What follows belongs to an exercise in optimizing a design on an open flow for small area and a short achievable clock period; a production flow would make more cautious choices.
Only simulation tests tie the RTL to the original design; equivalence was not proved.
Power figures rest on the tool's default switching activity, not on a simulated workload.

==> flow/design.v <==
module proc (
    input         clk,
    input         reset,
    input         intrq,
    input         ioskp,
    input  [11:0] mq,
    input         mql,
    output        dfrm_n,
    output        jump_n,
    output        intak_n,
    output        ioinst,
    output        mdl_n,
    output [11:0] md_n,
    output        mread_n,
    output        mwrite_n);
    genvar i;
    reg s_f1, s_f2, s_d1, s_d2, s_d3, s_e1, s_e2, s_e3, s_i1;
    reg [11:9] ir;
    reg        ir8;
    reg        iotf;                      
    reg [11:0] ac, ma, pc;
    reg        lnk;
    wire acz     = ~| ac;
    wire ir0     = ir == 3'o0;
    wire ir1     = ir == 3'o1;
    wire ir2     = ir == 3'o2;
    wire ir3     = ir == 3'o3;
    wire ir4     = ir == 3'o4;
    wire ir5     = ir == 3'o5;
    wire ir6     = ir == 3'o6;
    wire ir7     = ir == 3'o7;
    wire iotd    = iotf;
    wire grpa    = s_e1 & ir7 & ~ ma[8];
    wire grpb    = s_e1 & ir7 & ma[8] & ~ iotf;
    wire arith1  = s_e1 & ~ ir[11] & ~ ir[10];
    wire isz1    = s_e1 & ir2;
    wire dca1    = s_e1 & ir3;
    wire jms1    = s_e1 & ir4;
    wire jmp1    = s_e1 & ir5;
    wire iot1    = s_e1 & iotd;
    wire and2    = s_e2 & (ir0 | ir1 & acz);
    wire tad2    = s_e2 & ir1 & ~ acz;
    wire isz2    = s_e2 & ir2;
    wire dca2    = s_e2 & ir3;
    wire jms2    = s_e2 & ir4;
    wire iot2    = s_e2 & iotd;
    wire tad3    = s_e3 & ir[9];      
    wire isz3    = s_e3 & ir[10];
    wire jms3    = s_e3 & ir[11];
    wire autoidx = ma[11:3] == 9'o001;
    wire meminst = ~ (mq[11] & mq[10]);
    wire mqgrpb  = mq[11:8] == 4'b1111 & mq[2:0] == 3'b000;
    wire skip    = s_f2 & mqgrpb & (((lnk & mq[4]) | (acz & mq[5]) | (ac[11] & mq[6])) ^ mq[3]);
    wire [11:0] pcc;
    assign pcc[0] = 1'b1;
    assign pcc[1] = pc[0] | skip;
    generate for (i = 2; i < 12; i = i + 1) begin : g_pcc
        assign pcc[i] = pcc[1] & (& pc[i-1:1]);
    end endgenerate
    wire [11:0] pcinc = pc ^ {pcc[11:1], ~ skip};
    wire [11:0] ix = s_e2 & ir[11] ? ma : mq;
    wire [11:0] ixc;
    assign ixc[0] = 1'b1;
    generate for (i = 1; i < 12; i = i + 1) begin : g_ixc
        assign ixc[i] = & ix[i-1:0];
    end endgenerate
    wire [11:0] ixinc = ix ^ ixc;
    wire e1iot = s_e1 & ir[11] & ir[10];
    wire selp  = s_f1 | s_e2 & ir[11] | e1iot & ~ iotd;               
    wire selm  = s_d1 | s_d3 | s_e1 & ~ (ir[11] & ir[10]) | s_e3;     
    wire sela  = e1iot & iotd | s_e2 & ~ ir[11];                      
    wire [11:0] mdo = {12{selp}} & pc | {12{selm}} & ma | {12{sela}} & ac;
    wire brk = jmp1 | jms3 | grpb;
    assign md_n     = ~ mdo;
    assign mdl_n    = ~ lnk;
    assign mread_n  = ~ (s_f1 | s_d1 | arith1 | isz1 | brk & ~ intrq);
    assign mwrite_n = ~ (s_d1 & autoidx | jms1 | dca1 | isz1 | s_i1);
    assign dfrm_n   = ~ (s_e1 & ~ ir[11] & ir8);
    assign jump_n   = ~ (s_e1 & ir[11] & ~ ir[10]);
    assign intak_n  = ~ s_i1;
    assign ioinst   = iot1;
    wire [11:0] tp = ma;
    wire [11:0] tg = ~ ma & ac;
    wire [2:0]  bg, bp;
    generate for (i = 0; i < 3; i = i + 1) begin : g_blk
        assign bg[i] = tg[4*i+3] | tp[4*i+3] & tg[4*i+2] | tp[4*i+3] & tp[4*i+2] & tg[4*i+1] |
                       tp[4*i+3] & tp[4*i+2] & tp[4*i+1] & tg[4*i];
        assign bp[i] = & tp[4*i+3:4*i];
    end endgenerate
    wire [3:0]  bc;                          
    assign bc[0] = 1'b0;
    assign bc[1] = bg[0];
    assign bc[2] = bg[1] | bp[1] & bg[0];
    assign bc[3] = bg[2] | bp[2] & bg[1] | bp[2] & bp[1] & bg[0];
    wire [11:0] tc;
    generate for (i = 0; i < 3; i = i + 1) begin : g_in
        assign tc[4*i]   = bc[i];
        assign tc[4*i+1] = tg[4*i] | tp[4*i] & bc[i];
        assign tc[4*i+2] = tg[4*i+1] | tp[4*i+1] & tg[4*i] | tp[4*i+1] & tp[4*i] & bc[i];
        assign tc[4*i+3] = tg[4*i+2] | tp[4*i+2] & tg[4*i+1] | tp[4*i+2] & tp[4*i+1] & tg[4*i] |
                           tp[4*i+2] & tp[4*i+1] & tp[4*i] & bc[i];
    end endgenerate
    wire [11:0] tsum = tp ^ tc;
    wire        tlnk = lnk ^ bc[3];
    wire [11:0] gy = (ac & {12{~ ma[7]}}) ^ {12{ma[5]}};
    wire [12:0] gc;
    assign gc[0] = ma[0];
    generate for (i = 1; i < 13; i = i + 1) begin : g_g1
        assign gc[i] = ma[0] & (& gy[i-1:0]);
    end endgenerate
    wire [11:0] gsum = gy ^ gc[11:0];
    wire        newl = ((lnk & ~ ma[6]) ^ ma[4]) ^ gc[12];
    wire [12:0] ls   = {newl, gsum};
    wire r_nop  = ma[3:1] == 3'b000;
    wire r_bsw  = ma[3:1] == 3'b001;
    wire r_ral  = ma[3:1] == 3'b010;
    wire r_rtl  = ma[3:1] == 3'b011;
    wire r_rar  = ma[3:1] == 3'b100;
    wire r_rtr  = ma[3:1] == 3'b101;
    wire r_one  = ma[3] & ma[2];
    wire [12:0] rot = {13{r_nop}} & ls |
                      {13{r_bsw}} & {newl, gsum[5:0], gsum[11:6]} |
                      {13{r_ral}} & {ls[11:0], ls[12]} |
                      {13{r_rtl}} & {ls[10:0], ls[12:11]} |
                      {13{r_rar}} & {ls[0], ls[12:1]} |
                      {13{r_rtr}} & {ls[1:0], ls[12:2]} |
                      {13{r_one}};
    wire endinst = and2 | tad3 | dca2 | isz3 | iot2 | grpa;
    always @(posedge clk or posedge reset) begin
        if (reset) begin
            {s_f1, s_f2, s_d1, s_d2, s_d3, s_e1, s_e2, s_e3, s_i1} <= 9'b100000000;
        end else begin
            s_f1 <= endinst & ~ intrq;
            s_i1 <= (endinst | brk) & intrq;
            s_f2 <= s_f1 | brk & ~ intrq;
            s_d1 <= s_f2 & meminst & mq[8];
            s_d2 <= s_d1;
            s_d3 <= s_d2 & autoidx;
            s_e1 <= s_f2 & ~ (meminst & mq[8]) | s_d2 & ~ autoidx | s_d3;
            s_e2 <= s_e1 & (~ ir[11] | ir4 | iotd) | s_i1;
            s_e3 <= s_e2 & (ir1 & ~ acz | ir2 | ir4);
        end
    end
    wire pcinc_en = s_f2 | isz3 & ~| ma | iot2 & ioskp;
    always @(posedge clk or posedge reset) begin
        if (reset)             pc <= 12'o0000;
        else if (jmp1 | jms3)  pc <= ma;
        else if (pcinc_en)     pc <= pcinc;
    end
    always @(posedge clk) begin
        if (s_i1)      ir <= 3'o4;
        else if (s_f2) ir <= mq[11:9];
        if (s_f2)      ir8 <= mq[8];
        if (s_i1)      iotf <= 1'b0;
        else if (s_f2) iotf <= mq[11:9] == 3'o6 | mq[11:8] == 4'b1111 & (| mq[2:0]);
    end
    always @(posedge clk) begin
        if (s_f2)                              ma <= {meminst ? (pc[11:7] & {5{mq[7]}}) : mq[11:7], mq[6:0]};
        else if (s_d2 & autoidx | isz2 | jms2) ma <= ixinc;
        else if (s_d2)                         ma <= mq;
        else if (tad2)                         ma <= mq ^ ac;
        else if (s_i1)                         ma <= 12'o0000;
    end
    wire acmq = s_e2 & (ir[11] | ~ ir[10]);       
    always @(posedge clk) begin
        if (and2 | iot2 | dca2 | grpb & ma[7] | tad3 | grpa)
            ac <= {12{acmq}} & mq & (ac | {12{ir[9] | ir[11]}}) |
                  {12{tad3}} & tsum |
                  {12{s_e1 & ~ ma[8]}} & rot[11:0];
        if (iot2)       lnk <= mql;
        else if (tad3)  lnk <= tlnk;
        else if (grpa)  lnk <= rot[12];
    end
endmodule
export LEC_CHECK = 0
export CAP_MARGIN = 20
export CORE_MARGIN = 2
export CORE_UTILIZATION = 40
export SETUP_SLACK_MARGIN = 3.6
export SLEW_MARGIN = 20
create_clock -name core_clock -period 6.5 [get_ports {clk}]
standard.sh (not shown) runs the stock make flow with config.mk's settings and CLKGATE_MAP_FILE= SYNTH_SCRIPT=/design/flow/synth_recipe.tcl, a recipe that flattens the netlist after the stock synthesis.
==> flow/flow/run.sh <==
#!/bin/bash
# Standard synthesis, then the combinational logic re-mapped by ABC (flip-flops untouched),
# then the standard layout from the re-mapped netlist. Each tool's output goes to its own log.
set -euo pipefail
W=$(pwd)
F=$W/flow
R=$W/orfs/results/$FLOW_PLATFORM/proc/base
YOSYS=$FLOW_HOME/../tools/install/yosys/bin/yosys
[[ -x $YOSYS ]] || YOSYS=yosys
bash standard.sh synth > $W/log_synth.txt 2>&1
cp $R/1_2_yosys.v $W/standard_netlist.v
if REMAP_LIB=$FLOW_HOME/platforms/sky130hd/lib/sky130_fd_sc_hd__tt_025C_1v80.lib \
   REMAP_IN=$W/standard_netlist.v REMAP_OUT=$W/remap_netlist.v REMAP_TOP=$FLOW_TOP \
   REMAP_ABC=$F/remap.abc REMAP_STAT_IN=$W/remap_stat_in.txt REMAP_STAT_OUT=$W/remap_stat_out.txt \
   $YOSYS -c $F/remap.tcl > $W/log_remap.txt 2>&1 &&
   python3 $F/flops.py $W/standard_netlist.v | sort > $W/flops_standard.txt &&
   python3 $F/flops.py $W/remap_netlist.v | sort > $W/flops_remap.txt &&
   cmp -s $W/flops_standard.txt $W/flops_remap.txt; then
  echo "using the re-mapped netlist" > $W/remap_choice.txt
  cp $W/remap_netlist.v $R/1_2_yosys.v
  rm -f $R/1_synth.odb $R/1_synth.sdc
else
  echo "re-map failed or changed the flip-flops: using the standard netlist" > $W/remap_choice.txt
fi
bash standard.sh "BUFFER_PORTS_ARGS=-buffer_cell sky130_fd_sc_hd__buf_1" finish > $W/log_layout.txt 2>&1
Other scripts of this flow, unchanged in this note and not shown: flow/flow/flops.py, flow/flow/remap.abc, flow/flow/remap.tcl
Change:
- CORE_UTILIZATION: 40 -> 60
- SETUP_SLACK_MARGIN: 3.6 -> 3.3
- The changed run completed without violations
- register-to-register slack is better by 0.05 ns
- power shrinks by 32%
- synthesized area goes up by 0.59%
Change:
--- a/flow/flow/run.sh
+++ b/flow/flow/run.sh
@@ -24,2 +24,2 @@
 fi
-bash standard.sh "BUFFER_PORTS_ARGS=-buffer_cell sky130_fd_sc_hd__buf_1" finish > $W/log_layout.txt 2>&1
+bash standard.sh > $W/log_layout.txt 2>&1
- CORE_UTILIZATION: 60 -> 40
- SETUP_SLACK_MARGIN: 3.3 -> 3.0
Effect: Die area is higher by 47%. Routed wire length shrinks by 3.3%. Final area falls by 4.5%. Via count decreases by 6.1%.
Change:
--- a/flow/flow/run.sh
+++ b/flow/flow/run.sh
@@ -24,2 +24,2 @@
 fi
-bash standard.sh > $W/log_layout.txt 2>&1
+bash standard.sh "BUFFER_PORTS_ARGS=-buffer_cell sky130_fd_sc_hd__buf_1" finish > $W/log_layout.txt 2>&1
- SETUP_SLACK_MARGIN: 3.0 -> 3.3
Hold slack degrades by 0.084 ns.
Via count rises by 1.2%.
Final area rises by 7.6%.
Clock skew hardly moves.
Final cell count rises by 5.6%.
Change:
--- a/flow/flow/run.sh
+++ b/flow/flow/run.sh
@@ -24,2 +24,2 @@
 fi
-bash standard.sh "BUFFER_PORTS_ARGS=-buffer_cell sky130_fd_sc_hd__buf_1" finish > $W/log_layout.txt 2>&1
+bash standard.sh > $W/log_layout.txt 2>&1
- SETUP_SLACK_MARGIN: 3.3 -> 3.4
Effect: Worst setup slack gets better by 0.048 ns. Sequential cell count stays the same. Global-route usage grows by 3.2 points. Design area rises by 12%. Area after synthesis came out higher by 8.0%. Sequential share of layout area went down by 2.5 points.

[what the ideal ports hide]
The flow's constraints put no driver on any port. The routed layouts listed below were extracted and timed again, unchanged, in two steps.
Step 1 (the two cells are an assumption about what drives the block):
set clk [get_ports {clk}]
set_driving_cell -lib_cell sky130_fd_sc_hd__clkbuf_16 $clk
set_driving_cell -lib_cell sky130_fd_sc_hd__buf_2 [delete_from_list [all_inputs] $clk]
Step 2 times the ports against the registers' clock, not the clock port: input delays grow and output delays shrink by t, the midpoint of the rising clock arrivals with the driver on.
a / b / c = ideal ports / drivers / drivers and shift; a / b = the first two.
run | t, ns | setup slack, ns | worst setup path at the end | clock arrival spread, ns | slew at the worst register clock pin (ns)
the first run | 0.351 | 3.233 / 3.195 / 3.266 | register to register | 0.005 / 0.006 | 0.07 / 0.07
the second run | 0.352 | 3.213 / 3.177 / 3.076 | input to register | 0.012 / 0.012 | 0.12 / 0.12
the third run | 0.339 | 3.042 / 3.002 / 2.873 | input to register | 0.010 / 0.010 | 0.08 / 0.08
the fourth run | 0.337 | 3.186 / 3.150 / 3.183 | input to register | 0.007 / 0.007 | 0.08 / 0.08
the fifth run | 0.333 | 3.235 / 3.198 / 3.165 | input to register | 0.009 / 0.008 | 0.08 / 0.08
After both steps setup and hold are still met in every run listed. For the third run, which loses most, drivers alone change the setup slack by -0.040 ns; drivers and shift together by -0.169 ns.
